Background: an optimization exercise with open tools, aiming at small area, a short achievable clock period and few clock cycles per item. Do not read the settings as production practice. RTL that was checked went through simulation tests only; none was proved equivalent to the original. Function not checked in runs 2 to 5: the RTL went through the layout flow alone.

File: flow/design.v
module s_box (
    input [3:0] i_sb, output [3:0] o_sb
);
    assign o_sb[0] = (!i_sb[3]&!i_sb[2]&i_sb[1]) | (!i_sb[2]&i_sb[1]&i_sb[0]) 
    | (!i_sb[3]&i_sb[2]&!i_sb[1]) | (i_sb[2]&!i_sb[1]&i_sb[0]) | 
    (i_sb[3]&!i_sb[2]&!i_sb[1]&!i_sb[0]) | (i_sb[3]&i_sb[2]&i_sb[1]&!i_sb[0]);
    assign o_sb[1] = (!i_sb[3]&!i_sb[2]&!i_sb[0]) | (!i_sb[3]&!i_sb[1]&!i_sb[0]) | (i_sb[2]&i_sb[1]&i_sb[0]) 
| (i_sb[3]&!i_sb[2]&i_sb[0]) | (i_sb[3]&i_sb[2]&i_sb[1]);
    assign o_sb[2] = (!i_sb[3]&!i_sb[2]&!i_sb[1]) | (!i_sb[2]&!i_sb[1]&!i_sb[0]) | (!i_sb[3]&i_sb[2]&!i_sb[0]) 
| (i_sb[3]&i_sb[1]&i_sb[0]) | (i_sb[3]&i_sb[2]&i_sb[0]);
    assign o_sb[3] = (!i_sb[3]&!i_sb[2]&!i_sb[0]) | (!i_sb[3]&i_sb[1]&!i_sb[0]) | (!i_sb[3]&i_sb[2]&i_sb[0]) 
| (i_sb[3]&!i_sb[1]&!i_sb[0]) | (i_sb[3]&!i_sb[2]&i_sb[1]&i_sb[0]);
endmodule
module block_shuffle (
    input [15:0] i_bs, output [15:0] o_bs
);
    assign o_bs = {i_bs[7:4], i_bs[3:0], i_bs[15:12], i_bs[11:8]};
endmodule
module round_permutation #(
    parameter [5:0] shift = 5'b0000,
    parameter [7:0] data_length = 8'd16
)(
    input [data_length - 1:0] i_rp,  output [data_length - 1:0] o_rp
); 
assign o_rp = (i_rp << shift) | (i_rp >> (data_length - shift));
endmodule
module XOR_layer (
    input [63:0] i_xor, output [63:0] o_xor
);
    assign o_xor = {(i_xor[63:48]^i_xor[47:32]^i_xor[15:0]), (i_xor[47:32]^i_xor[15:0]),(i_xor[63:48]^i_xor[31:16]), (i_xor[63:48]^i_xor[31:16]^i_xor[15:0])};
endmodule
module permutation_layer (
    input [63:0] i_pl, output [63:0] o_pl
);
    wire [63:0] bs2rp;
    wire [63:0] rp2xor;
    genvar i;
    generate
        for (i = 0; i < 4; i = i +1 ) begin
            block_shuffle bs(.i_bs(i_pl[(16*i + 15):16*i]), .o_bs(bs2rp[(16*i + 15):16*i]));
        end
    endgenerate
            round_permutation #(.shift(1), .data_length(16)) rp0(.i_rp(bs2rp[(16*0 + 15):16*0]), .o_rp(rp2xor[15:0]));
            round_permutation #(.shift(4), .data_length(16)) rp1(.i_rp(bs2rp[(16*1 + 15):16*1]), .o_rp(rp2xor[(16 + 15):16*1]));
            round_permutation #(.shift(7), .data_length(16)) rp2(.i_rp(bs2rp[(16*2 + 15):16*2]), .o_rp(rp2xor[(16*2 + 15):16*2]));
            round_permutation #(.shift(9), .data_length(16)) rp3(.i_rp(bs2rp[(16*3 + 15):16*3]), .o_rp(rp2xor[(16*3 + 15):16*3]));
    XOR_layer xl(.i_xor(rp2xor), .o_xor(o_pl));
endmodule
module add_round_key (
    input [63:0] i_ark_msg, input [63:0] i_ark_key,
    output [63:0] o_ark_cipher
);
    wire [63:0] xor_msg_key;
    wire [63:0] sb2pl;
    assign xor_msg_key = i_ark_key ^ i_ark_msg;
    genvar j;
    generate    
    for(j=0; j < 16; j = j + 1) begin
            s_box sb(.i_sb(xor_msg_key[(4*j + 3):4*j]), .o_sb(sb2pl[(4*j + 3):4*j]));
        end
    endgenerate
    permutation_layer pl(.i_pl(sb2pl), .o_pl(o_ark_cipher));
endmodule
module key_scheduler (
    input clk, rst, input [4:0] round_counter, input [79:0] i_ks_oldkey, output [79:0] o_ks_newkey 
);
    wire [79:0] level_shift;
    wire [79:0] level_sbox;
    wire [4:0] xor_rc;
    round_permutation #(.shift(13), .data_length(80)) rp (.i_rp(i_ks_oldkey), .o_rp(level_shift));
    s_box sb(.i_sb(level_shift[3:0]), .o_sb(level_sbox[3:0]));
    assign level_sbox[79:4] = level_shift[79:4];
    assign xor_rc = level_sbox[63:59]^(round_counter -1);
    assign o_ks_newkey = {level_sbox[79:64], xor_rc, level_sbox[58:0]};
endmodule
module boron_enc (
    input  clk, rst, start, input [63:0] plain_text, input [79:0] master_key,
    output reg done, output reg [63:0] cipher_text
);
    parameter IDLE = 3'b000, ROUND = 3'b001, FINAL = 3'b010;
    reg [2:0] reg_sm_main;
    reg [4:0] reg_round_counter;
    reg [63:0] reg_plaintext;
    wire [63:0] reg_nextplaintext;
    reg [79:0] reg_key;
    wire [79:0] reg_nextkey;
    key_scheduler ks(.clk(clk), .rst(rst), .round_counter(reg_round_counter), .i_ks_oldkey(reg_key), .o_ks_newkey(reg_nextkey));
    add_round_key ark(.i_ark_msg(reg_plaintext), .i_ark_key(reg_key[63:0]), .o_ark_cipher(reg_nextplaintext));
    always @(posedge clk ) begin
        if(!rst) begin
            reg_sm_main <= IDLE;
            done <= 1'b0;
        end
        else begin
            done <= 1'b0;
            case (reg_sm_main)
                IDLE:  
                    if(start) begin
                        reg_plaintext <= plain_text;
                        reg_key <= master_key;
                        reg_sm_main <= ROUND;
                    end
                    else
                        reg_sm_main <= IDLE;
                ROUND:
                    if(reg_round_counter < 25) begin
                        reg_plaintext <= reg_nextplaintext;
                        reg_key <= reg_nextkey;
                        reg_sm_main <= ROUND;
                    end
                    else
                        reg_sm_main <= FINAL;
                FINAL:
                begin
                    cipher_text <=(reg_nextkey[63:0] ^ reg_nextplaintext);
                    done <= 1'b1;
                    reg_sm_main <= IDLE;
                end
                default:
                    reg_sm_main <= IDLE;
            endcase
        end
    end
    always @(posedge clk ) begin
        if(!rst) begin
            reg_round_counter <= 5'd0;
        end
        else if(reg_sm_main == IDLE) begin
            if(start)
                reg_round_counter <= 5'd1;
        end
        else if(reg_sm_main == ROUND && reg_round_counter < 25) begin
            reg_round_counter <= reg_round_counter + 1;
        end
    end
endmodule
File: flow/run.sh
#!/bin/bash
# synth_recipe.tcl (not shown) runs the flow's synth.tcl, then flattens the netlist and writes it again
# the make line also repeats each setting of config.mk as NAME=value (left out here)
make -C /OpenROAD-flow-scripts/flow DESIGN_CONFIG=/design/flow/config.mk WORK_HOME=/design/flow/orfs CLKGATE_MAP_FILE= SYNTH_SCRIPT=/design/flow/synth_recipe.tcl finish
File: flow/config.mk
export PLATFORM = sky130hd
export DESIGN_NAME = boron_enc
export DESIGN_NICKNAME = boron_enc
export VERILOG_FILES = /design/flow/design.v
export SDC_FILE = /design/flow/constraint.sdc
export NUM_CORES = 4
export LEC_CHECK = 0
export CAP_MARGIN = 20
export CORE_MARGIN = 2
export CORE_UTILIZATION = 40
export SLEW_MARGIN = 20
File: flow/constraint.sdc
create_clock -name core_clock -period 5.0 [get_ports {clk}]
set_input_delay 1.0000 -clock core_clock [delete_from_list [all_inputs] [get_ports {clk}]]
set_output_delay 1.0000 -clock core_clock [all_outputs]
set_load 0.01 [all_outputs]
==> results of run 1 <==
cell type report:
type | instances | area (µm²)
Timing Repair Buffer | 217 | 2190
Inverter | 4 | 15.0
Clock inverter | 17 | 213
Clock buffer | 29 | 683
Tap cell | 390 | 488
Multi-Input combinational cell | 773 | 5630
Sequential cell | 216 | 6410
Fill cell | 2647 | 14100
critical path, stage by stage, from the launching register on:
cell and delay [ns]:
edfxtp_1 0.40, xor2_1 0.51, nor2_1 0.11, xnor2_1 0.15, a31oi_1 0.31, xor2_1 0.40
xor2_1 0.44, o21ai_0 0.14
per-stage QoR:
step / hold WS (ns) / util (%)
after floorplan: 0.464 / -
after global placement: 0.515 / 49.6
after detailed placement: 0.500 / 49.6
after CTS: 0.513 / 52.6
after global routing: 0.550 / 52.6
final: 0.510 / 52.6
layer usage:
layer | vias up | track usage (%) | wire length [µm]
met5 | - | 0 | 0
met4 | 0 | 5.81 | 849
met1 | 3954 | 26.9 | 14200
li1 | 4083 | - | -
met3 | 52 | 3.39 | 1780
met2 | 228 | 32.3 | 14600
cells by family after synthesis:
kind of cell / after synthesis / share of synthesized area (%)
fa+ha+maj: 2 / 0.206
simple gates: 228 / 7.84
mux: 76 / 7.02
buf+inv: 31 / 0.970
flops: 216 / 52.8
xor+xnor: 287 / 22.2
compound gates: 180 / 8.92
worst max path at each step:
stage / start / endpoint / slack [ns] / cells after the start
3_3_place_gp: rst / cipher_text[55] / 1.91 / 4
3_5_place_dp: rst / reg_key[54] / 1.87 / 4
4_1_cts: reg_key[56] / reg_plaintext[10] / 2.23 / 7
2_1_floorplan: rst / reg_key[0] / -1.41 / 2
6_report: reg_key[56] / reg_plaintext[10] / 2.26 / 7
5_1_grt: reg_key[56] / reg_plaintext[10] / 1.99 / 7
sequential cells by signal, indices dropped and copies added (netlist names):
| register | cells |
|---|---|
| reg_sm_main | 2 |
| done | 1 |
| cipher_text | 64 |
| reg_key | 80 |
| reg_plaintext | 64 |
| reg_round_counter | 5 |
synthesized netlist by cell type, drive strengths merged (2+ instances only):
master,count
a2111oi,2
a211oi,9
a21oi,21
a221oi,4
a311oi,3
a31oi,10
and3,2
clkbuf,26
dfxtp,8
edfxtp,208
ha,2
inv,4
mux2,72
mux2i,4
nand2,124
nand2b,5
nand3,12
nor2,57
nor3,15
nor3b,3
o211ai,15
o21a,2
o21ai,101
o221ai,2
o22ai,3
o31ai,2
or2,4
or3,3
xnor2,205
xor2,82
placed cells by master, fill, tap and decap left out, drive strengths merged, types with 3 or more instances in the layout:
master	instances
a211oi	9
a21oi	21
a221oi	4
a311oi	3
a31oi	10
buf	6
bufinv	5
clkbuf	29
clkdlybuf4s50	211
clkinv	10
dfxtp	8
edfxtp	208
inv	4
mux2	72
mux2i	4
nand2	124
nand2b	5
nand3	12
nor2	57
nor3	15
nor3b	3
o211ai	15
o21ai	101
o22ai	3
or2	4
or3	3
xnor2	205
xor2	82
==> run summary, run 1 <==
status complete, no violations; Worst R2R Start reg_key[56]; cts bufs inserted 26; Via density between 5 and 6; worst hold path depth 2; Min-Delay Endpoint reg_sm_main[1]; Clock Tree Root clkbuf_16; vias in the first global route 8,321; wire per inst 19.1 µm; final hold violations 0; crit path launch type flop; grt ovf 0; mapped cell area 12,100 µm²; initial antenna violation count 0; io pins 212; first-pass GRT wire length 46,900 µm; pre-CTS setup slack 1.87 ns; die width 178 µm; Relative slew margins between 40 and 50%; #FFs+latches synth between 200 and 250; Post CTS Setup Buffer Count 0; fin nets 1,387; synth warn 1; Final Wtd Congestion approximately 0.83; Seq/Total Area, Yosys 52.8%; synth top area cells edfxtp_1, xnor2_1, mux2_2, xor2_1, nand2_1; DRT Pass-1 Iters 5; max-slew violation count 0; H-tree depth 1; largest net degree at the start of global routing 145; Mapped Nets 1,169; Worst setup EP type flop; Crit Reg-Reg Endpoint reg_plaintext[10]; CP Class flop to flop; Slew @ Worst Pin between 0.8 and 0.9 ns; Initial Util between 40% and 50%; Placement Rows 63; fmax approximately 0.36 GHz; port bufs 211; Setup Skew slightly above 0.008 ns; CTS sink count 216; n_diodes 0; fin crit share 54.8%; DRT antenna net count 0; setup ws final 2.26 ns; Synth Instances 1,020; CTS hold repair buffers 0; Tightest Hold Check Type flop to flop; Worst Path Required 5.25 ns; layout cells sized above 1 12.2%; Post-DP Area 14,700 µm²; Netlist cell types 50; vias 8,317; crit-path max FO 9; 1st-iter DRT viols 590; Worst Reg2Reg Path Length in Cells 7; ys async rst share 0%; placed insts 1,600; max cap viols 0; Final HPWL DP roughly 23,000 µm; final setup vio count 0; GRT Resource Usage Total 19.7%; final setup TNS 0 ns; final wirelength 31,500 µm; post-synth top area cell edfxtp_1; Die Y between 150 and 200 µm; worst hold path startpoint reg_round_counter[4]; CP arrival ~3.0 ns; clk latency of the worst-skew pair 0.52 ns; die area 31,700 µm²; number of buffers on the longest clock path 3; Area growth syn-to-layout 28.9%; Reg2Reg Setup Slack 2.26 ns; crit path time final about 2.7 ns; Design Area, Final 15,600 µm²; DRC Markers 0; core area slightly below 30,000 µm²; Yosys top cell area share 51.5%; Clock transition at path regs 0.06 ns; PostCTS Resize Cnt 0; CTS tree done; RSZ-0062 raised after global routing false; Synth Flop Type edfxtp_1; syn avg cell area between 10 and 15 µm²; EDFF count, synth about 210; final non-filler cell total 1,646
Testbench counts, summed over its fixed seeds: cycles 10,376, items 384.
==> run 2: changes to the inputs <==
--- a/flow/design.v
+++ b/flow/design.v
@@ -77,60 +77,53 @@
     input  clk, rst, start, input [63:0] plain_text, input [79:0] master_key,
-    output reg done, output reg [63:0] cipher_text
+    output reg done, output [63:0] cipher_text
 );
-    parameter IDLE = 3'b000, ROUND = 3'b001, FINAL = 3'b010;
-    reg [2:0] reg_sm_main;
-    reg [4:0] reg_round_counter;
-    reg [63:0] reg_plaintext;
-    wire [63:0] reg_nextplaintext;
-    reg [79:0] reg_key;
-    wire [79:0] reg_nextkey;
-    key_scheduler ks(.clk(clk), .rst(rst), .round_counter(reg_round_counter), .i_ks_oldkey(reg_key), .o_ks_newkey(reg_nextkey));
-    add_round_key ark(.i_ark_msg(reg_plaintext), .i_ark_key(reg_key[63:0]), .o_ark_cipher(reg_nextplaintext));
-    always @(posedge clk ) begin
-        if(!rst) begin
-            reg_sm_main <= IDLE;
+    localparam R = 3;
+    localparam [4:0] LAST = 25 - R;      
+    reg        busy;
+    reg [4:0]  c;            
+    reg [63:0] x;
+    reg [79:0] k;
+    wire [63:0] y  [0:R];
+    wire [79:0] kk [0:R];
+    wire [63:0] sp [0:R-1];
+    assign y[0]  = x;
+    assign kk[0] = k;
+    genvar t;
+    generate
+        for (t = 0; t < R; t = t + 1) begin : rnd
+            wire [63:0] s_in;
+            wire [79:0] k_in;
+            wire [4:0]  rc;
+            if (t == R - 1) begin : entry
+                assign k_in = busy ? kk[t] : master_key;
+                assign s_in = t == 0 ? (busy ? x : plain_text ^ master_key[63:0])
+                                     : ((busy ? sp[t-1] : plain_text) ^ k_in[63:0]);
+                assign rc   = busy ? c + t : 5'd0;
+            end else begin : mid
+                assign k_in = kk[t];
+                assign s_in = t == 0 ? x : (sp[t-1] ^ k_in[63:0]);
+                assign rc   = c + t;
+            end
+            add_round_key ark(.i_ark_msg(s_in), .i_ark_key(64'd0), .o_ark_cipher(sp[t]));
+            key_scheduler ks(.clk(clk), .rst(rst), .round_counter(rc + 5'd1), .i_ks_oldkey(k_in), .o_ks_newkey(kk[t+1]));
+        end
+    endgenerate
+    always @(posedge clk) begin
+        x <= sp[R-1] ^ kk[R][63:0];
+        k <= kk[R];
+        c <= busy ? c + R : 5'd1;
+    end
+    always @(posedge clk) begin
+        if (!rst) begin
+            busy <= 1'b0;
             done <= 1'b0;
-        end
-        else begin
-            done <= 1'b0;
-            case (reg_sm_main)
-                IDLE:  
-                    if(start) begin
-                        reg_plaintext <= plain_text;
-                        reg_key <= master_key;
-                        reg_sm_main <= ROUND;
-                    end
-                    else
-                        reg_sm_main <= IDLE;
-                ROUND:
-                    if(reg_round_counter < 25) begin
-                        reg_plaintext <= reg_nextplaintext;
-                        reg_key <= reg_nextkey;
-                        reg_sm_main <= ROUND;
-                    end
-                    else
-                        reg_sm_main <= FINAL;
-                FINAL:
-                begin
-                    cipher_text <=(reg_nextkey[63:0] ^ reg_nextplaintext);
-                    done <= 1'b1;
-                    reg_sm_main <= IDLE;
-                end
-                default:
-                    reg_sm_main <= IDLE;
-            endcase
+        end else begin
+            done <= busy && c == LAST;
+            if (!busy)
+                busy <= start;
+            else if (c == LAST)
+                busy <= 1'b0;
         end
     end
-    always @(posedge clk ) begin
-        if(!rst) begin
-            reg_round_counter <= 5'd0;
-        end
-        else if(reg_sm_main == IDLE) begin
-            if(start)
-                reg_round_counter <= 5'd1;
-        end
-        else if(reg_sm_main == ROUND && reg_round_counter < 25) begin
-            reg_round_counter <= reg_round_counter + 1;
-        end
-    end
+    assign cipher_text = x;
 endmodule
==> run summary, run 2 <==
Largest register FFs 80; Post-synth top cells xnor2_1, dfxtp_1, nor2_1; post-synth top area cell xnor2_1; Relative slew margins between 30% and 40%; final non-filler cell total between 2,000 and 3,000; CTS sink count roughly 150; synth warn 1; DRC Markers 0; CP arrival 5.21 ns; number of buffers on the longest clock path 2; most frequent cells in the layout xnor2_1, clkdlybuf4s50_1, nor2_1, dfxtp_1, xor2_1; max-slew violation count 0; n_diodes 0; vias between 15,000 and 20,000; mapped cell area about 17,000 µm²; max cap viols 0; #FFs+latches synth between 150 and 200; core area 42,100 µm²; Layout fillers 3,962; Slew @ Worst Pin 1.01 ns; Worst Path Required 5.33 ns; Synth Flop Type dfxtp_1; crit-path max FO 11; CP Class flop to flop; EDFF count, synth 0; Area growth syn-to-layout 22.0%; clk latency of the worst-skew pair approximately 0.46 ns; Reg2Reg Setup Slack 0.13 ns; io pins 212; wire per inst 24.4 µm; cts bufs inserted 17; final hold violations 0; final setup vio count 0; DRT antenna net count 0; Final HPWL DP 56,300 µm; fmax 0.205 GHz; synth top area cells xnor2_1, dfxtp_1, xor2_1, xnor3_1, mux2i_1; Netlist cell types 102; syn avg cell area a little under 9 µm²; GRT Resource Usage Total 29.7%; Setup Skew 0.00997 ns; most common cell after layout, fill and taps aside xnor2_1; fin nets roughly 2,400; Placement Rows 75; vias in the first global route 14,600; Synth Instances 1,976; H-tree depth 4; layout cells sized above 1 13.7%; Worst setup EP type flop; 1st-iter DRT viols 1,421; Initial Util approximately 41%; final setup TNS 0 ns; port bufs 211; Clock transition at path regs 0.07 ns; largest net degree at the start of global routing 74; Biggest register k; final wirelength 67,200 µm; Seq/Total Area, Yosys between 10% and 20%; initial antenna violation count 1; Tightest Hold Check Type flop to flop; Die Y 211 µm; die area 44,500 µm²; ys async rst share 0%; CTS tree done; crit path time final 4.87 ns; status complete, no violations; grt ovf 0; DRT Pass-1 Iters 6; die width 211 µm; Yosys top cell area share 17.7%; Mapped Nets ~2,100; first-pass GRT wire length 95,200 µm; crit path launch type flop; Final Wtd Congestion 1.03; most frequent cell after synthesis xnor2_1; fin crit share 97.5%; Via density 5.71; placed insts around 2,700; Clock Tree Root clkbuf_16
[run 2: critical path, stage by stage (launching register included)]
cell      delay (ns)
dfxtp_1         0.45
nor4b_2         0.43
a211oi_4        0.09
buf_12          0.16
xnor2_2         0.30
xnor3_1         0.32
xnor3_1         0.24
a221oi_2        0.47
buf_4           0.22
xnor2_1         0.25
xor2_1          0.27
mux2i_4         0.13
xor2_2          0.21
a311oi_1        0.32
a21oi_2         0.11
xnor2_1         0.37
xor3_1          0.39
[run 2: through the flow]
| step | utilization [%] | instance area, µm² | hold slack [ns] | setup WS, ns |
|---|---|---|---|---|
| floorplan | - | 17100 | 0.456 | 0.943 |
| global placement | 47.8 | 20100 | 0.489 | -0.0487 |
| detailed placement | 47.8 | 20100 | 0.494 | -0.0841 |
| CTS | 49.2 | 20700 | 0.513 | 0.00716 |
| global route | 49.6 | 20900 | 0.525 | -0.0240 |
| finish | 49.6 | 20900 | 0.513 | 0.127 |
[run 2: area by class of cell]
cell class / count / area (µm²) / area share, %
multi-input cells: 1672 / 13600 / 65.0
flip-flops and latches: 151 / 3030 / 14.5
repair buffers: 296 / 2790 / 13.3
well taps: 539 / 674 / 3.22
clock buffers: 20 / 478 / 2.28
inverters: 62 / 233 / 1.11
clock inverters: 11 / 123 / 0.586
[run 2: final timing paths]
path	from	end	cells after the start
setup / recovery	x[63]	x[12]	16
hold / removal	k[28]	k[67]	1
setup reg to reg	x[63]	x[12]	16
hold reg to reg	k[28]	k[67]	1
[run 2: cell families (layout without fill, tap and decap cells)]
| family | Yosys count | after routing | synth area share [%] |
|---|---|---|---|
| multiplexers | 135 | 135 | 8.42 |
| buffers and inverters | 153 | 389 | 3.93 |
| XOR/XNOR | 569 | 569 | 34.9 |
| AND/OR/NAND/NOR | 549 | 549 | 16.6 |
| adder cells (fa/ha/maj) | 5 | 5 | 0.365 |
| AO/OA/AOI/OAI | 414 | 414 | 18.2 |
| flip-flops | 151 | 151 | 17.6 |
[run 2: routing by layer]
layer  GRT usage, %  vias up  routed length (µm)
met5              0        -                   0
met4           13.7        0                3170
met3           4.46      124                5300
met2           47.6      687               30500
met1           39.2     7503               28200
li1               -     7393                   -
[run 2: repair_timing]
action,CTS,global route
hold buffers,0,0
setup endpoints to repair,5,30
setup buffers,0,4
resized for setup,1,28
pin swaps,0,3
==> run 3: changes to the inputs <==
--- a/flow/design.v
+++ b/flow/design.v
@@ -79,3 +79,3 @@
 );
-    localparam R = 3;
+    localparam R = 2;
     localparam [4:0] LAST = 25 - R;      
==> run summary, run 3 <==
status complete, no violations; max cap viols 0; Mapped Nets 1,532; die width ~180 µm; Final Wtd Congestion 0.907; final wirelength 43,900 µm; crit path time final 3.93 ns; io pins roughly 210; PostCTS Resize Cnt 0; fin nets 1,688; Post CTS Setup Buffer Count 0; grt ovf 0; placed insts 1,923; EDFF count, synth 0; Design Area, Final approximately 16,000 µm²; mapped cell area between 10,000 and 15,000 µm²; ys async rst share 0%; Reg2Reg Setup Slack 1.07 ns; Synth Flop Type dfxtp_1; CP Class flop to flop; Netlist cell types 78; fin crit share 78.6%; Post-synth top cells xnor2_1, dfxtp_1, xor2_1; post-synth top area cell dfxtp_1; n_diodes 0; Post-DP Area 15,100 µm²; initial antenna violation count 0; CTS hold repair buffers 0; clk latency of the worst-skew pair roughly 0.44 ns; GRT Resource Usage Total 25.6%; most frequent cells in the layout xnor2_1, clkdlybuf4s50_1, dfxtp_1, xor2_1, nor2_1; Seq/Total Area, Yosys 23.4%; Final HPWL DP 35,900 µm; CTS tree done; vias in the first global route 10,100; Slew @ Worst Pin 0.923 ns; max-slew violation count 0; Largest register FFs 80; Relative slew margins about two fifths; most common cell after layout, fill and taps aside xnor2_1; syn avg cell area slightly above 9 µm²; #FFs+latches synth 150; first-pass GRT wire length 62,800 µm; Biggest register k; Area growth syn-to-layout 22.5%; port bufs 211; crit-path max FO 11; core area 31,600 µm²; synth warn 1; Worst setup EP type flop; RSZ-0062 raised after global routing false; Placement Rows 65; wire per inst between 20 and 25 µm; CTS sink count 150; Clock Tree Root clkbuf_16; Initial Util 40.7%; DRC Markers 0; Die Y 183 µm; cts bufs inserted 17; Yosys top cell area share 23.4%; final setup TNS 0 ns; layout cells sized above 1 8.69%; Setup Skew 0.0103 ns; number of buffers on the longest clock path 2; vias 10,900; Worst Path Required 5.30 ns; H-tree depth 4; CP arrival 4.23 ns; final non-filler cell total around 2,000; most frequent cell after synthesis xnor2_1; Via density ~5.6; Tightest Hold Check Type flop to flop; 1st-iter DRT viols 893; final setup vio count 0; Synth Instances between 1,000 and 1,500; crit path launch type flop; DRT antenna net count 0; final hold violations 0; fmax 0.255 GHz; DRT Pass-1 Iters 5; largest net degree at the start of global routing 67; synth top area cells dfxtp_1, xnor2_1, xnor3_1, mux2i_1, xor2_1; die area 33,500 µm²; Clock transition at path regs 0.07 ns
[run 3: changes by cell type after synthesis, moves of 21 or more]
cell | previous run | this run
nand2_1 | 93 | 45
nor3_1 | 45 | 21
nand3_1 | 53 | 32
a21oi_1 | 87 | 39
xnor2_2 | 28 | 3
xor2_1 | 133 | 74
xnor2_1 | 347 | 233
nor2_1 | 148 | 71
[run 3: critical path: stages, from the launching register on]
cell      delay (ns)
dfxtp_1         0.54
mux2_2          0.38
o211ai_1        0.30
xor3_1          0.37
a21oi_1         0.38
xor2_1          0.49
nor2_1          0.18
a21o_1          0.20
a221oi_2        0.46
xnor3_1         0.49
[run 3: kinds of logic after synthesis]
family                   Yosys count  share of synthesized area (%)
XOR/XNOR                         358                           29.9
AND/OR/NAND/NOR                  315                           13.4
AO/OA/AOI/OAI                    297                           18.0
flip-flops                       150                           23.4
buffers and inverters            137                           4.78
multiplexers                     126                           10.5
adder cells (fa/ha/maj)            1                         0.0975
[run 3: final cells by class]
| cell class | instances | area, µm² |
|---|---|---|
| fillers | 2972 | 15800 |
| multi-input cells | 1097 | 9220 |
| flip-flops and latches | 150 | 3010 |
| repair buffers | 222 | 2210 |
| well taps | 402 | 503 |
| clock buffers | 19 | 453 |
| inverters | 52 | 195 |
| clock inverters | 13 | 133 |
[run 3: per-stage QoR]
step / utilization [%] / worst slack [ns] / hold WS (ns)
floorplan: - / 1.78 / 0.431
global placement: 47.9 / 1.13 / 0.439
detailed placement: 47.9 / 1.09 / 0.446
CTS: 49.8 / 1.18 / 0.467
global route: 49.8 / 0.950 / 0.476
finish: 49.8 / 1.07 / 0.462
[run 3: path summary, 6_finish.rpt]
check,start,to,cells after the start
worst max register to register,x[22],x[11],9
worst min register to register,k[51],k[77],1
worst min-delay path,k[51],k[77],1
worst max-delay path,x[22],x[11],9
[run 3: metal layers]
metal  vias to the layer above  part of all wire, %  GRT usage (%)  wire length (µm)
met5                         -                    0              0                 0
met4                         0                  3.8           10.9              1690
met3                        70                  6.2           4.05              2700
met2                       359                   45           40.3             19600
met1                      5223                   45           34.9             20000
li1                       5263                    -              -                 -
==> run 4: changes to the inputs <==
--- a/flow/design.v
+++ b/flow/design.v
@@ -1,13 +1,11 @@
 module s_box (
-    input [3:0] i_sb, output [3:0] o_sb
+    input [3:0] i_sb, output reg [3:0] o_sb
 );
-    assign o_sb[0] = (!i_sb[3]&!i_sb[2]&i_sb[1]) | (!i_sb[2]&i_sb[1]&i_sb[0]) 
-    | (!i_sb[3]&i_sb[2]&!i_sb[1]) | (i_sb[2]&!i_sb[1]&i_sb[0]) | 
-    (i_sb[3]&!i_sb[2]&!i_sb[1]&!i_sb[0]) | (i_sb[3]&i_sb[2]&i_sb[1]&!i_sb[0]);
-    assign o_sb[1] = (!i_sb[3]&!i_sb[2]&!i_sb[0]) | (!i_sb[3]&!i_sb[1]&!i_sb[0]) | (i_sb[2]&i_sb[1]&i_sb[0]) 
-| (i_sb[3]&!i_sb[2]&i_sb[0]) | (i_sb[3]&i_sb[2]&i_sb[1]);
-    assign o_sb[2] = (!i_sb[3]&!i_sb[2]&!i_sb[1]) | (!i_sb[2]&!i_sb[1]&!i_sb[0]) | (!i_sb[3]&i_sb[2]&!i_sb[0]) 
-| (i_sb[3]&i_sb[1]&i_sb[0]) | (i_sb[3]&i_sb[2]&i_sb[0]);
-    assign o_sb[3] = (!i_sb[3]&!i_sb[2]&!i_sb[0]) | (!i_sb[3]&i_sb[1]&!i_sb[0]) | (!i_sb[3]&i_sb[2]&i_sb[0]) 
-| (i_sb[3]&!i_sb[1]&!i_sb[0]) | (i_sb[3]&!i_sb[2]&i_sb[1]&i_sb[0]);
+    always @(*)
+        case (i_sb)
+            4'h0: o_sb = 4'hE; 4'h1: o_sb = 4'h4; 4'h2: o_sb = 4'hB; 4'h3: o_sb = 4'h1;
+            4'h4: o_sb = 4'h7; 4'h5: o_sb = 4'h9; 4'h6: o_sb = 4'hC; 4'h7: o_sb = 4'hA;
+            4'h8: o_sb = 4'hD; 4'h9: o_sb = 4'h2; 4'hA: o_sb = 4'h0; 4'hB: o_sb = 4'hF;
+            4'hC: o_sb = 4'h8; 4'hD: o_sb = 4'h5; 4'hE: o_sb = 4'h3; default: o_sb = 4'h6;
+        endcase
 endmodule
@@ -79,3 +77,3 @@
 );
-    localparam R = 2;
+    localparam R = 3;
     localparam [4:0] LAST = 25 - R;      
==> run summary, run 4 <==
status complete, no violations; RSZ-0062 raised after global routing true; Biggest register k; Setup Skew 0.0172 ns; most frequent cells in the layout xnor2_1, buf_4, clkdlybuf4s50_1, dfxtp_1, mux2i_1; clk latency of the worst-skew pair about 0.58 ns; fin nets ~2,600; Slew @ Worst Pin 0.788 ns; final setup vio count 0; port bufs about 210; Yosys top cell area share between 20% and 30%; Relative slew margins a little under half; Final HPWL DP 56,200 µm; Placement Rows 77; worst hold path depth 2; Tightest Hold Check Type flop to flop; pre-CTS setup slack -0.161 ns; Final Wtd Congestion 0.984; vias 15,900; most common cell after layout, fill and taps aside xnor2_1; final wirelength 67,400 µm; Worst Reg2Reg Path Length in Cells 18; CP Class flop to flop; DRT antenna net count 0; mapped cell area 18,000 µm²; crit-path max FO 4; Design Area, Final 24,400 µm²; Layout fillers 3,948; number of buffers on the longest clock path 3; GRT Resource Usage Total between 20% and 30%; Synth Instances 1,914; Min-Delay Endpoint k[23]; 1st-iter DRT viols 1,280; DRT Pass-1 Iters 7; CTS hold repair buffers 0; Largest register FFs 80; wire per inst 22.3 µm; layout cells sized above 1 23.1%; synth top area cells dfxtp_1, xnor2_1, mux2i_1, xor2_1, xnor3_1; H-tree depth 1; Worst R2R Start rnd[0].ark.genblk1[3].sb.o_sb[3]; setup ws final 0.0837 ns; #FFs+latches synth 215; core area 44,400 µm²; worst hold path startpoint k[64]; Clock transition at path regs 0.06 ns; Die Y approximately 220 µm; Clock Tree Root clkbuf_16; most frequent cell after synthesis xnor2_1; max cap viols 0; worst hold slack ~0.54 ns; max-slew violation count 0; fin crit share between 90% and 100%; Post-DP Area 22,900 µm²; ys async rst share 0%; Initial Util between 40% and 50%; Reg2Reg Setup Slack 0.08 ns; CTS sink count 215; vias in the first global route 15,300; largest net degree at the start of global routing 62; Post-synth top cells xnor2_1, dfxtp_1, mux2i_1; Worst setup EP type flop; DRC Markers 0; die area 46,800 µm²; first-pass GRT wire length 95,900 µm; grt ovf 0; Crit Reg-Reg Endpoint rnd[0].ark.genblk1[14].sb.o_sb[3]; fmax approximately 0.2 GHz; Seq/Total Area, Yosys a little under a quarter; crit path launch type flop; crit path time final 4.92 ns; Synth Flop Type dfxtp_1; CTS tree done; n_diodes 0; io pins 212; die width 216 µm; Via density 5.27; Worst Path Required around 5.5 ns; Area growth syn-to-layout 35.1%; Mapped Nets 2,115; initial antenna violation count 0; final hold violations 0; syn avg cell area 9.42 µm²; EDFF count, synth 0; cts bufs inserted 28; Netlist cell types 75; CP arrival 5.42 ns; post-synth top area cell dfxtp_1; synth warn 2
-- run 4: worst max path at each step --
stage,end,depth (start not counted),startpoint
after global routing,rnd[0].ark.genblk1[14].sb.o_sb[3],18,k[67]
after floorplan,rnd[0].ark.genblk1[14].sb.o_sb[3],18,busy
after global placement,rnd[0].ark.genblk1[0].sb.o_sb[3],17,k[47]
after detailed placement,rnd[0].ark.genblk1[2].sb.o_sb[2],19,rnd[0].ark.genblk1[3].sb.o_sb[3]
after CTS,rnd[0].ark.genblk1[2].sb.o_sb[2],18,rnd[0].ark.genblk1[10].sb.o_sb[1]
final,rnd[0].ark.genblk1[14].sb.o_sb[3],18,rnd[0].ark.genblk1[3].sb.o_sb[3]
-- run 4: logic make-up after synthesis --
family,share of synthesized area (%)
AOI/OAI and AO/OA,11.6
and+or+nand+nor,9.50
buffers and inverters,3.59
muxes,17.2
adders and majority gates,3.75
DFF,23.9
xor gates and xnor gates,30.5
-- run 4: routing by layer --
| layer | track usage, % | vias up | part of all wire (%) |
|---|---|---|---|
| li1 | - | 7646 | - |
| met1 | 37.1 | 7554 | 43 |
| met2 | 43.8 | 566 | 44 |
| met3 | 4.38 | 160 | 7.2 |
| met4 | 14.7 | 0 | 6.0 |
| met5 | 0 | - | 0 |
-- run 4: worst max-delay path: stages, from the launching register on --
cell     delay [ns]
dfxtp_4        0.40
xor2_2         0.22
xnor2_2        0.16
inv_1          0.11
ha_1           0.35
mux4_2         0.56
xor2_2         0.26
xnor2_1        0.16
xor2_1         0.23
a21oi_1        0.10
ha_1           0.22
or4_1          0.51
o21ai_1        0.16
nor4_2         0.08
mux2_2         0.31
xnor3_1        0.43
and2_1         0.18
mux2_2         0.27
mux2i_1        0.11
-- run 4: layout make-up --
cell class / instances / area (µm²) / area share, %
Inverter: 120 / 450 / 1.85
Sequential cell: 215 / 4320 / 17.7
Clock inverter: 13 / 135 / 0.555
Clock buffer: 39 / 823 / 3.38
Tap cell: 592 / 741 / 3.04
Multi-Input combinational cell: 1534 / 13500 / 55.4
Timing Repair Buffer: 511 / 4400 / 18.1
-- run 4: repair_timing --
action	4_1_cts	5_1_grt
setup endpoints to repair	16	58
pin swaps	1	7
hold endpoints to repair	0	0
buffers inserted	0	8
gates resized for setup	11	72
-- run 4: metrics by stage --
stage / setup TNS [ns] / util, % / cells
floorplan: 0 / - / 1914
finish: 0 / 54.9 / 3024
detailed placement: -1.10 / 51.6 / 2964
global placement: 0 / 51.6 / 2964
global route: -0.371 / 54.9 / 3024
CTS: 0 / 53.9 / 3016
==> run 5: changes to the inputs <==
--- a/flow/design.v
+++ b/flow/design.v
@@ -77,3 +77,3 @@
 );
-    localparam R = 3;
+    localparam R = 2;
     localparam [4:0] LAST = 25 - R;      
==> run summary, run 5 <==
H-tree depth 1; clk latency of the worst-skew pair 0.54 ns; initial antenna violation count 1; #FFs+latches synth about 210; layout cells sized above 1 about 15%; Biggest register k; largest net degree at the start of global routing between 50 and 60; Worst path max stage delay between 0.6 and 0.7 ns; multi-input logic area ~9400 µm²; CTS tree done; final hold violations 0; Tightest Hold Check Type flop to flop; wire per inst between 20 and 25 µm; most frequent cell after synthesis dfxtp_1; GRT Resource Usage Total 23.3%; EDFF count, synth 0; CP Class flop to flop; Worst setup EP type flop; most common cell after layout, fill and taps aside dfxtp_1; syn avg cell area a little over 10 µm²; Min-Delay Endpoint k[78]; 1st-iter DRT viols 666; port bufs 211; fmax roughly 0.22 GHz; CTS sink count 214; CTS hold repair buffers 0; DRC Markers 0; ys async rst share 0%; worst hold path startpoint k[52]; Worst R2R Start busy; synth top area cells dfxtp_1, xnor2_1, mux2i_1, xor2_1, mux2_2; post-synth top area cell dfxtp_1; status complete, no violations; Crit Reg-Reg Endpoint rnd[0].ark.genblk1[11].sb.o_sb[2]; Area growth syn-to-layout 24.1%; max cap viols 0; Relative slew margins a little under two fifths; mapped cell area 14,300 µm²; Critical-path top delay cell dfxtp_4; Final Wtd Congestion 0.904; Worst Path Required 5.42 ns; PostCTS Resize Cnt 0; Clock Tree Root clkbuf_16; worst path cell trace buf_12 > mux2i_1 > inv_1 > xnor2_2 > inv_1 > ha_1 > inv_1 > mux4_2 > xnor2_2 > xnor2_2 > nand2b_1 > nor2_1 > a311o_1; Clock transition at path regs 0.06 ns; Die Y 193 µm; vias in the first global route 10,200; final setup vio count 0; number of buffers on the longest clock path 3; fin crit share 91.1%; crit path time final roughly 4.6 ns; cts bufs inserted 26; Netlist cell types 78; Mapped Nets 1,579; Setup Skew 0.0111 ns; Slew @ Worst Pin 0.919 ns; Via density 5.06; Layout fillers 3,244; RSZ-0062 raised after global routing false; worst hold slack roughly 0.45 ns; core area 35,300 µm²; FF/Latch Area around 4300 µm²; DRT Pass-1 Iters 7; crit-path max FO between 50 and 60; DRT antenna net count 0; final setup TNS 0 ns; Seq/Total Area, Yosys approximately 30%; die width between 150 and 200 µm; die area around 37,000 µm²; Post-synth top cells dfxtp_1, xnor2_1, nor2_1; synth warn 2; Synth Flop Type dfxtp_1; Post CTS Setup Buffer Count 0; io pins around 210; worst hold path depth 1; fin nets about 1,800; Largest register FFs 80; Worst Reg2Reg Path Length in Cells 13; final wirelength 43,500 µm; most frequent cells in the layout dfxtp_1, clkdlybuf4s50_1, xnor2_1, nor2_1, mux2i_1; CP arrival 4.98 ns; Synth Instances about 1,400; Worst path top cell family by delay XOR/XNOR gates; max-slew violation count 0; first-pass GRT wire length 63,200 µm; vias roughly 11,000; worst path bufs/invs 4; Placement Rows 69; Initial Util 40.4%; crit path launch type flop; grt ovf 0; Final HPWL DP 35,400 µm; Yosys top cell area share 30.0%; Reg2Reg Setup Slack about 0.44 ns
-- run 5: logic make-up after synthesis --
kind of cell	synth area share (%)
flops	30.0
fa+ha+maj	2.10
compound gates	10.9
simple gates	9.15
mux	15.6
buf+inv	4.06
xor+xnor	28.2
-- run 5: layout make-up --
| type | count | share of cell area, % |
|---|---|---|
| inverters | 88 | 1.86 |
| clock buffers | 39 | 4.35 |
| diodes | 1 | 0.0141 |
| flip-flops and latches | 214 | 24.2 |
| clock inverters | 9 | 0.290 |
| multi-input cells | 1077 | 53.1 |
| well taps | 461 | 3.26 |
| repair buffers | 233 | 12.9 |
-- run 5: worst register-to-register path, stage by stage (launching register included) --
cell and delay (ns):
dfxtp_4 0.69, buf_12 0.36, mux2i_1 0.58, inv_1 0.17
xnor2_2 0.29, inv_1 0.08, ha_1 0.31, inv_1 0.06
mux4_2 0.51, xnor2_2 0.23, xnor2_2 0.56, nand2b_1 0.24
nor2_1 0.05, a311o_1 0.31
-- run 5: worst max-delay path by stage --
stage              startpoint                                 to  slack (ns)  depth (start not counted)
3_5_place_dp   master_key[44]  rnd[0].ark.genblk1[11].sb.o_sb[2]        0.33                         13
6_report                 busy  rnd[0].ark.genblk1[11].sb.o_sb[2]        0.44                         13
2_1_floorplan            busy  rnd[0].ark.genblk1[12].sb.o_sb[3]        0.72                         19
3_3_place_gp   master_key[44]  rnd[0].ark.genblk1[11].sb.o_sb[2]        0.33                         13
5_1_grt                  busy  rnd[0].ark.genblk1[11].sb.o_sb[2]        0.32                         13
4_1_cts                  busy  rnd[0].ark.genblk1[11].sb.o_sb[2]        0.50                         13
-- run 5: per-layer routing --
layer / wire length (µm) / up-vias / share of wire [%] / GRT usage [%]
li1: - / 5303 / - / -
met1: 19800 / 5065 / 45 / 32.2
met2: 19900 / 314 / 46 / 38.1
met3: 2900 / 51 / 6.7 / 3.73
met4: 895 / 0 / 2.1 / 5.46
met5: 0 / - / 0 / 0
-- run 5: stage by stage --
stage                     util, %  instances  worst slack, ns  cell area, µm²
after floorplan                 -       1408            0.720           14300
after global placement       47.8       2073            0.335           16900
after detailed placement     47.8       2073            0.328           16900
after CTS                    50.2       2121            0.497           17700
after global routing         50.2       2121            0.324           17700
final                        50.2       2122            0.445           17700
==> run 6: changes to the inputs <==
--- a/flow/design.v
+++ b/flow/design.v
@@ -1,11 +1,13 @@
 module s_box (
-    input [3:0] i_sb, output reg [3:0] o_sb
+    input [3:0] i_sb, output [3:0] o_sb
 );
-    always @(*)
-        case (i_sb)
-            4'h0: o_sb = 4'hE; 4'h1: o_sb = 4'h4; 4'h2: o_sb = 4'hB; 4'h3: o_sb = 4'h1;
-            4'h4: o_sb = 4'h7; 4'h5: o_sb = 4'h9; 4'h6: o_sb = 4'hC; 4'h7: o_sb = 4'hA;
-            4'h8: o_sb = 4'hD; 4'h9: o_sb = 4'h2; 4'hA: o_sb = 4'h0; 4'hB: o_sb = 4'hF;
-            4'hC: o_sb = 4'h8; 4'hD: o_sb = 4'h5; 4'hE: o_sb = 4'h3; default: o_sb = 4'h6;
-        endcase
+    assign o_sb[0] = (!i_sb[3]&!i_sb[2]&i_sb[1]) | (!i_sb[2]&i_sb[1]&i_sb[0]) 
+    | (!i_sb[3]&i_sb[2]&!i_sb[1]) | (i_sb[2]&!i_sb[1]&i_sb[0]) | 
+    (i_sb[3]&!i_sb[2]&!i_sb[1]&!i_sb[0]) | (i_sb[3]&i_sb[2]&i_sb[1]&!i_sb[0]);
+    assign o_sb[1] = (!i_sb[3]&!i_sb[2]&!i_sb[0]) | (!i_sb[3]&!i_sb[1]&!i_sb[0]) | (i_sb[2]&i_sb[1]&i_sb[0]) 
+| (i_sb[3]&!i_sb[2]&i_sb[0]) | (i_sb[3]&i_sb[2]&i_sb[1]);
+    assign o_sb[2] = (!i_sb[3]&!i_sb[2]&!i_sb[1]) | (!i_sb[2]&!i_sb[1]&!i_sb[0]) | (!i_sb[3]&i_sb[2]&!i_sb[0]) 
+| (i_sb[3]&i_sb[1]&i_sb[0]) | (i_sb[3]&i_sb[2]&i_sb[0]);
+    assign o_sb[3] = (!i_sb[3]&!i_sb[2]&!i_sb[0]) | (!i_sb[3]&i_sb[1]&!i_sb[0]) | (!i_sb[3]&i_sb[2]&i_sb[0]) 
+| (i_sb[3]&!i_sb[1]&!i_sb[0]) | (i_sb[3]&!i_sb[2]&i_sb[1]&i_sb[0]);
 endmodule
@@ -77,37 +79,16 @@
 );
-    localparam R = 2;
-    localparam [4:0] LAST = 25 - R;      
     reg        busy;
-    reg [4:0]  c;            
+    reg [4:0]  rc;           
     reg [63:0] x;
     reg [79:0] k;
-    wire [63:0] y  [0:R];
-    wire [79:0] kk [0:R];
-    wire [63:0] sp [0:R-1];
-    assign y[0]  = x;
-    assign kk[0] = k;
-    genvar t;
-    generate
-        for (t = 0; t < R; t = t + 1) begin : rnd
-            wire [63:0] s_in;
-            wire [79:0] k_in;
-            wire [4:0]  rc;
-            if (t == R - 1) begin : entry
-                assign k_in = busy ? kk[t] : master_key;
-                assign s_in = t == 0 ? (busy ? x : plain_text ^ master_key[63:0])
-                                     : ((busy ? sp[t-1] : plain_text) ^ k_in[63:0]);
-                assign rc   = busy ? c + t : 5'd0;
-            end else begin : mid
-                assign k_in = kk[t];
-                assign s_in = t == 0 ? x : (sp[t-1] ^ k_in[63:0]);
-                assign rc   = c + t;
-            end
-            add_round_key ark(.i_ark_msg(s_in), .i_ark_key(64'd0), .o_ark_cipher(sp[t]));
-            key_scheduler ks(.clk(clk), .rst(rst), .round_counter(rc + 5'd1), .i_ks_oldkey(k_in), .o_ks_newkey(kk[t+1]));
-        end
-    endgenerate
+    wire [63:0] sp;
+    wire [79:0] k_upd;
+    add_round_key ark(.i_ark_msg(x), .i_ark_key(64'd0), .o_ark_cipher(sp));
+    key_scheduler ks(.clk(clk), .rst(rst), .round_counter(rc + 5'd1), .i_ks_oldkey(k), .o_ks_newkey(k_upd));
+    wire [79:0] k_next = busy ? k_upd : master_key;
+    wire [63:0] x_next = (busy ? sp : plain_text) ^ k_next[63:0];
     always @(posedge clk) begin
-        x <= sp[R-1] ^ kk[R][63:0];
-        k <= kk[R];
-        c <= busy ? c + R : 5'd1;
+        x <= x_next;
+        k <= k_next;
+        rc <= busy ? rc + 5'd1 : 5'd0;
     end
@@ -118,6 +99,6 @@
         end else begin
-            done <= busy && c == LAST;
+            done <= busy && rc == 5'd24;
             if (!busy)
                 busy <= start;
-            else if (c == LAST)
+            else if (rc == 5'd24)
                 busy <= 1'b0;
==> flow/flow/run.sh (new file) <==
#!/bin/bash
# Standard layout, with the port buffers made from buf_2 cells instead of the
# cell buffer_ports picks by default.
set -euo pipefail
bash standard.sh "BUFFER_PORTS_ARGS=-buffer_cell sky130_fd_sc_hd__buf_2" finish > standard.log 2>&1
==> flow/standard.sh (new file) <==
#!/bin/bash
# synth_recipe.tcl (not shown) runs the flow's synth.tcl, then flattens the netlist and writes it again
# the make line also repeats each setting of config.mk as NAME=value (left out here)
make -C /OpenROAD-flow-scripts/flow DESIGN_CONFIG=/design/flow/config.mk WORK_HOME=/design/flow/orfs CLKGATE_MAP_FILE= SYNTH_SCRIPT=/design/flow/synth_recipe.tcl "${@:-finish}"
removed: flow/run.sh
==> run summary, run 6 <==
status complete, no violations; main combinational cell family by area after synthesis XOR/XNOR gates; wire per inst approximately 18 µm; max-slew violation count 0; vias between 6,000 and 7,000; Seq/Total Area, Yosys a little over a third; crit path launch type flop; fin crit share between 40% and 50%; ys async rst share 0%; Placement Rows 52; EDFF count, synth 0; Critical-path top delay cell dfxtp_1; io pins about 210; crit-path max FO 8; DRT Pass-1 Iters 5; CP arrival ~1.2 ns; Largest register FFs 80; cts bufs inserted 17; port bufs approximately 210; synth warn 1; CP Class flop to output pin; n_diodes 0; worst path cell trace buf_2; final wirelength 23,700 µm; vias in the first global route about 6,000; Synth Instances 881; first-pass GRT wire length ~35,000 µm; grt ovf 0; adder-cell area share of the yosys netlist 0.449%; Tightest Hold Check Type flop to flop; post-synthesis compound-gate area fraction 13.7%; most frequent cell after synthesis dfxtp_1; syn avg cell area 9.49 µm²; Post CTS Setup Buffer Count 0; synth top area cells dfxtp_1, xnor2_1, mux2_2, xor2_1, mux2i_1; CTS sink count 151; simple-gate share of the synthesized area around 10%; Synth Flop Type dfxtp_1; GRT Resource Usage Total about 22%; Final HPWL DP 18,700 µm; CTS tree done; clk latency of the worst-skew pair 0.42 ns; final design utilization between 40% and 50%; #FFs+latches synth 151; Netlist cell types 57; 1st-iter DRT viols around 410; mux contribution to synthesized area about 15%; core area 20,400 µm²; setup ws final between 2 and 3 ns; Mapped Nets 1,031; Via density 5.01; CTS hold repair buffers 0; Final Wtd Congestion 0.824; post-synth top area cell dfxtp_1; die width around 150 µm; number of buffers on the longest clock path 2; Clock transition at path regs 0.06 ns; mapped cell area 8360 µm²; Worst path max stage delay 0.55 ns; PostCTS Resize Cnt 0; Die Y roughly 150 µm; max cap viols 0; Slew @ Worst Pin 0.966 ns; Worst path top cell family by delay flip-flops; Biggest register k; Setup Skew approximately 0.0076 ns; crit path time final 2.20 ns; Post-synth top cells dfxtp_1, xnor2_1, mux2_2; DRC Markers 0; die area 22,100 µm²; fmax 0.454 GHz; initial antenna violation count 0; Area growth syn-to-layout 19.3%; final hold violations 0; Clock Tree Root clkbuf_16; Worst setup EP type output pin; fin nets 1,186; most frequent cells in the layout buf_2, dfxtp_1, xnor2_1, mux2_2, xor2_1; Relative slew margins 35.6%; layout cells sized above 1 32.4%; final setup TNS 0 ns; RSZ-0062 raised after global routing false; worst path bufs/invs 1; DRT antenna net count 0; H-tree depth 4; Yosys top cell area share 36.2%; Synth Area in XOR/XNOR about a fifth; Initial Util 41.1%; pre-CTS setup slack 2.88 ns; final setup vio count 0; Worst Path Required 4.00 ns; largest net degree at the start of global routing 80; most common cell after layout, fill and taps aside buf_2
run 6: cell types whose count changed in the layout (fill, tap and decap cells not counted), moves of 39 or more:
cell / before / now
buf_2: 0 / 211
clkdlybuf4s50_1: 211 / 0
dfxtp_1: 213 / 150
inv_1: 81 / 17
mux2i_1: 108 / 38
nor2_1: 110 / 39
xnor2_1: 187 / 118
xnor2_2: 39 / 0
run 6: worst register-to-register path, stage by stage, from the launching register on:
cell,delay [ns]
dfxtp_1,0.52
xor2_1,0.15
o211a_1,0.28
or3_4,0.41
a21o_1,0.16
a31oi_1,0.37
xnor2_1,0.17
run 6: logic make-up after synthesis:
group / after synthesis
XOR/XNOR: 191
AO/OA/AOI/OAI: 168
flip-flops: 151
adder cells (fa/ha/maj): 3
buffers and inverters: 96
multiplexers: 112
AND/OR/NAND/NOR: 160
run 6: final timing paths:
path                            startpoint        endpoint  slack (ns)  depth (start not counted)
worst max-delay path                  x[2]  cipher_text[2]        2.80                          1
worst min-delay path                 k[59]           k[72]        0.45                          1
worst max register to register       x[51]            x[3]        2.89                          6
worst min register to register       k[59]           k[72]        0.45                          1
run 6: layout make-up:
type / instances / area, µm²
multi-input combinational: 634 / 4910
clock inverter: 9 / 103
timing repair buffer: 214 / 1080
sequential: 151 / 3030
inverter: 18 / 67.6
tap: 270 / 338
clock buffer: 21 / 450
fill: 1933 / 10400
run 6: routing by layer:
layer,share of wire (%),up-vias,global-route usage [%]
li1,-,3322,-
met1,47,3055,30.2
met2,45,203,33.7
met3,6.1,20,4.23
met4,1.6,0,6.10
met5,0,-,0
run 6: through the flow:
step / cells / hold WS, ns / cell area [µm²]
6_report: 1317 / 0.451 / 9980
5_1_grt: 1317 / 0.457 / 9980
4_1_cts: 1317 / 0.454 / 9980
3_5_place_dp: 1287 / 0.438 / 9420
3_3_place_gp: 1287 / 0.438 / 9420
2_1_floorplan: 881 / 0.433 / 8360
Testbench counts of run 6, summed over its fixed seeds: cycles 9,992, items 384.
==> run 7: changes to the inputs <==
==> flow/run.sh (new file) <==
#!/bin/bash
# synth_recipe.tcl (not shown) runs the flow's synth.tcl, then flattens the netlist and writes it again
# the make line also repeats each setting of config.mk as NAME=value (left out here)
make -C /OpenROAD-flow-scripts/flow DESIGN_CONFIG=/design/flow/config.mk WORK_HOME=/design/flow/orfs CLKGATE_MAP_FILE= SYNTH_SCRIPT=/design/flow/synth_recipe.tcl finish
--- a/flow/config.mk
+++ b/flow/config.mk
@@ -10,2 +10,3 @@
 export CORE_UTILIZATION = 40
+export SETUP_SLACK_MARGIN = 3.2
 export SLEW_MARGIN = 20
removed: flow/flow/run.sh
removed: flow/standard.sh
==> run summary, run 7 <==
max-slew violation count 0; cts bufs inserted 17; Slew @ Worst Pin 0.556 ns; status complete, no violations; EDFF count, synth 0; die area 22,100 µm²; most common cell after layout, fill and taps aside clkdlybuf4s50_1; core area 20,400 µm²; post-synth top area cell dfxtp_1; vias in the first global route 7,152; final design utilization around 67%; H-tree depth 4; Synth Flop Type dfxtp_1; CP Class flop to flop; placed insts 1,287; CTS tree done; grt ovf 0; Via density about 5; Clock transition at path regs 0.07 ns; wire per inst a little under 20 µm; Biggest register k; Final Wtd Congestion 0.820; mapped cell area about 8400 µm²; fmax 0.510 GHz; max cap viols 0; CP arrival 2.27 ns; Die Y 149 µm; most frequent cell after synthesis dfxtp_1; Placement Rows 52; Tightest Hold Check Type flop to flop; DRT Pass-1 Iters 5; most frequent cells in the layout clkdlybuf4s50_1, buf_4, buf_6, dfxtp_1, xnor2_1; synth warn 1; met1 WL 12,600 µm; Layout fillers 1,583; port bufs 211; number of buffers on the longest clock path 2; Worst Path Required between 5 and 6 ns; Seq/Total Area, Yosys 36.2%; final hold violations 0; top sig layer met5; DRC Markers 0; GRT Resource Usage Total 24.8%; Worst setup EP type flop; final non-filler cell total 1,453; final setup vio count 0; fin nets 1,318; final setup TNS 0 ns; Relative slew margins 62.9%; Yosys top cell area share 36.2%; Mapped Nets 1,031; #FFs+latches synth 151; layout cells sized above 1 43.4%; first-pass GRT wire length 40,900 µm; final wirelength 28,100 µm; Clock Tree Root clkbuf_16; CTS sink count 151; synth top area cells dfxtp_1, xnor2_1, mux2_2, xor2_1, mux2i_1; Netlist cell types 57; fin crit share 39.2%; syn avg cell area ~9.5 µm²; Largest register FFs 80; RSZ-0062 raised after global routing true; DR WL met3 1480 µm; crit-path max FO 5; ys async rst share 0%; io pins 212; Area growth syn-to-layout 62.6%; initial antenna violation count 3; largest net degree at the start of global routing 65; Setup Skew 0.00849 ns; DRT antenna net count 0; Post-synth top cells dfxtp_1, xnor2_1, mux2_2; Final HPWL DP 18,900 µm; vias around 7,300; crit path launch type flop; met2 routed WL 13,300 µm; crit path time final 1.96 ns; Synth Instances just under 900; clk latency of the worst-skew pair about 0.43 ns; Initial Util 41.1%; die width approximately 150 µm; 1st-iter DRT viols 322
-- run 7: per-layer routing --
metal / track usage (%) / up-vias
met5: 0 / -
met1: 33.0 / 3433
met2: 40.7 / 198
li1: - / 3600
met3: 5.61 / 42
met4: 6.38 / 2
-- run 7: stage by stage --
step                cell area, µm²  hold WS (ns)  setup slack [ns]
detailed placement           10500         0.440              2.71
floorplan                     8390         0.433              3.17
CTS                          12700         0.455              2.96
finish                       13600         0.452              3.04
global route                 13600         0.468              3.00
global placement             10500         0.441              2.71
-- run 7: layout make-up --
cell class | count | area, µm² | share of cell area [%]
Multi-Input combinational cell | 634 | 5840 | 43.0
Inverter | 18 | 67.6 | 0.497
Sequential cell | 151 | 3270 | 24.0
Tap cell | 270 | 338 | 2.48
Clock buffer | 19 | 433 | 3.18
Antenna cell | 2 | 5.00 | 0.0368
Clock inverter | 13 | 196 | 1.44
Timing Repair Buffer | 346 | 3450 | 25.3
-- run 7: kinds of logic (layout without fill, tap and decap cells) --
| logic type | after synthesis | count (layout) | share of synthesized area [%] |
|---|---|---|---|
| xor gates and xnor gates | 191 | 191 | 20.1 |
| other | 0 | 2 | 0 |
| AOI/OAI and AO/OA | 168 | 168 | 13.7 |
| and+or+nand+nor | 160 | 160 | 10.0 |
| DFF | 151 | 151 | 36.2 |
| adders and majority gates | 3 | 3 | 0.449 |
| buffers and inverters | 96 | 396 | 5.07 |
| muxes | 112 | 112 | 14.5 |
-- run 7: worst max-delay path, cell delays in order, from the launching register on --
cell and delay (ns):
dfxtp_4 0.36, buf_12 0.14, o211ai_1 0.25, o221ai_4 0.17, or3_4 0.35, and2_4 0.15
a221o_1 0.29, xor2_1 0.14
-- run 7: final timing paths --
path                               to   from  cells after the start  slack (ns)
worst max-delay path            x[62]   x[7]                      7        3.04
worst min-delay path            k[75]  k[62]                      1        0.45
worst max register to register  x[62]   x[7]                      7        3.04
worst min register to register  k[75]  k[62]                      1        0.45
-- run 7: timing repair --
| action | in CTS | in global routing |
|---|---|---|
| resized for setup | 547 | 125 |
| buffers inserted | 100 | 31 |
| pin swaps | 37 | 74 |
| cloned | 0 | 1 |
| hold buffers | 0 | 0 |
| setup endpoints to repair | 173 | 118 |
==> run 8: changes to the inputs <==
--- a/flow/config.mk
+++ b/flow/config.mk
@@ -10,3 +10,2 @@
 export CORE_UTILIZATION = 40
-export SETUP_SLACK_MARGIN = 3.2
 export SLEW_MARGIN = 20
==> run summary, run 8 <==
simple-gate share of the synthesized area 10.0%; CTS sink count 151; Tightest Hold Check Type flop to flop; status complete, no violations; number of buffers on the longest clock path 2; first-pass GRT wire length 35,800 µm; CTS hold repair buffers 0; fmax about 0.38 GHz; die area 22,100 µm²; final setup vio count 0; post-synth top area cell dfxtp_1; final design utilization 54.5%; crit path time final roughly 2.6 ns; Final HPWL DP 18,900 µm; DRT Pass-1 Iters 5; synth top area cells dfxtp_1, xnor2_1, mux2_2, xor2_1, mux2i_1; final hold violations 0; DRT antenna net count 0; cts bufs inserted 17; final non-filler cell total 1,319; post-synthesis compound-gate area fraction 13.7%; Area growth syn-to-layout 32.7%; Reg2Reg Setup Slack 2.61 ns; Via density 4.95; 1st-iter DRT viols 484; #FFs+latches synth ~150; most frequent cells in the layout clkdlybuf4s50_1, dfxtp_1, xnor2_1, mux2_2, xor2_1; Die Y 149 µm; EDFF count, synth 0; max cap viols 0; core area around 20,000 µm²; most frequent cell after synthesis dfxtp_1; Worst R2R Start busy; Placement Rows 52; Synth Instances 881; fin nets 1,187; Mapped Nets 1,031; grt ovf 0; synth warn 1; fin crit share between 50% and 60%; GRT Resource Usage Total 21.7%; Clock Tree Root clkbuf_16; Initial Util 41.1%; placed insts between 1,000 and 1,500; mapped cell area 8360 µm²; CP arrival 1.64 ns; ys async rst share 0%; mux contribution to synthesized area 14.5%; Synth Flop Type dfxtp_1; Biggest register k; die width approximately 150 µm; main combinational cell family by area after synthesis XOR/XNOR gates; H-tree depth 4; Relative slew margins about two fifths; port bufs 211; vias in the first global route 6,173; Worst Path Required 4.00 ns; vias 6,529; Seq/Total Area, Yosys 36.2%; CP Class flop to output pin; Yosys top cell area share between 30% and 40%; wire per inst 18.3 µm; Worst setup EP type output pin; worst path bufs/invs 1; Post-synth top cells dfxtp_1, xnor2_1, mux2_2; largest net degree at the start of global routing 75; Crit Reg-Reg Endpoint x[18]; layout cells sized above 1 about an eighth; Post CTS Setup Buffer Count 0; initial antenna violation count 1; Netlist cell types 57; Final Wtd Congestion 0.807; most common cell after layout, fill and taps aside clkdlybuf4s50_1; final wirelength 24,200 µm; CTS tree done; syn avg cell area about 9.5 µm²; PostCTS Resize Cnt 0; Critical-path top delay cell clkdlybuf4s50_1; crit path launch type flop; Worst path max stage delay roughly 0.63 ns; Slew @ Worst Pin approximately 0.9 ns; worst hold path startpoint k[66]; crit-path max FO 9; Worst Reg2Reg Path Length in Cells 4; DRC Markers 0; Worst path top cell family by delay buffers and inverters; final setup TNS 0 ns; worst path cell trace clkdlybuf4s50_1; Min-Delay Endpoint k[79]; io pins 212; max-slew violation count 0; RSZ-0062 raised after global routing false; Synth Area in XOR/XNOR 20.1%; worst hold path depth 1; Clock transition at path regs 0.06 ns; Setup Skew 0.00966 ns; Largest register FFs 80; clk latency of the worst-skew pair 0.42 ns; adder-cell area share of the yosys netlist 0.449%
-- run 8: cell counts after synthesis --
No cell type changed its count.
-- run 8: layer usage --
| metal | wire length (µm) | up-vias | track usage, % |
|---|---|---|---|
| li1 | - | 3323 | - |
| met2 | 11000 | 172 | 33.7 |
| met3 | 1240 | 19 | 4.48 |
| met1 | 11600 | 3015 | 30.5 |
| met4 | 329 | 0 | 6.52 |
| met5 | 0 | - | 0 |
-- run 8: how the worst max path moves through the flow --
stage / startpoint / end / cells past startpoint
after floorplan: x[4] / x[62] / 7
final: x[7] / cipher_text[7] / 1
after CTS: x[7] / cipher_text[7] / 1
after detailed placement: busy / x[57] / 4
after global routing: x[52] / cipher_text[52] / 1
after global placement: busy / x[53] / 4
-- run 8: final cells by class --
class	count	area, µm²
diodes	1	2.50
repair buffers	215	2140
inverters	18	67.6
multi-input cells	634	4910
clock buffers	18	429
well taps	270	338
clock inverters	12	179
fillers	1877	9270
flip-flops and latches	151	3030
-- run 8: logic make-up after synthesis --
group	Yosys count
xor gates and xnor gates	191
and+or+nand+nor	160
adders and majority gates	3
DFF	151
muxes	112
AOI/OAI and AO/OA	168
buffers and inverters	96
-- run 8: through the flow --
step / instance area, µm² / setup WS (ns) / hold WS [ns]
detailed placement: 10500 / 2.61 / 0.440
global placement: 10500 / 2.65 / 0.437
global route: 11100 / 2.30 / 0.467
floorplan: 8360 / 3.09 / 0.433
CTS: 11100 / 2.35 / 0.455
finish: 11100 / 2.36 / 0.453

afterwards: timing with drivers on the ports:
The flow's constraints put no driver on any port. The routed layouts listed below were extracted and timed again, unchanged, in two steps. Step 1, drivers: a clkbuf_16 drives clk and a buf_2 each remaining input, both assumed. Step 2, shift: input delay + t, output delay - t, t = (earliest + latest rising clock arrival at the registers) / 2. This alone moves slack from input paths to output paths. a / b / c = ideal / step 1 / step 2; a / b = the first two.
| run | shift t [ns] | setup slack, ns | hold WS [ns] | latest minus earliest clock arrival (ns) |
|---|---|---|---|---|
| run 1 | 0.567 | 2.259 / 2.259 / 1.878 | 0.510 / 0.510 / 0.510 | 0.008 / 0.008 |
| run 2 | 0.507 | 0.127 / 0.127 / 0.127 | 0.513 / 0.513 / 0.513 | 0.010 / 0.010 |
| run 3 | 0.489 | 1.072 / 1.072 / 0.984 | 0.462 / 0.462 / 0.462 | 0.010 / 0.010 |
| run 4 | 0.631 | 0.084 / 0.084 / 0.084 | 0.537 / 0.537 / 0.537 | 0.017 / 0.017 |
| run 5 | 0.587 | 0.445 / 0.445 / 0.273 | 0.454 / 0.454 / 0.454 | 0.011 / 0.011 |
| run 6 | 0.466 | 2.795 / 2.749 / 2.887 | 0.451 / 0.451 / 0.451 | 0.009 / 0.009 |
| run 7 | 0.470 | 3.038 / 3.023 / 2.908 | 0.452 / 0.452 / 0.452 | 0.009 / 0.009 |
| run 8 | 0.461 | 2.360 / 2.316 / 2.615 | 0.453 / 0.453 / 0.453 | 0.010 / 0.010 |
After both steps every run listed still meets setup and hold. The setup slack of run 1, which loses most, moves by 0.000 ns with the drivers and by -0.381 ns with both steps.
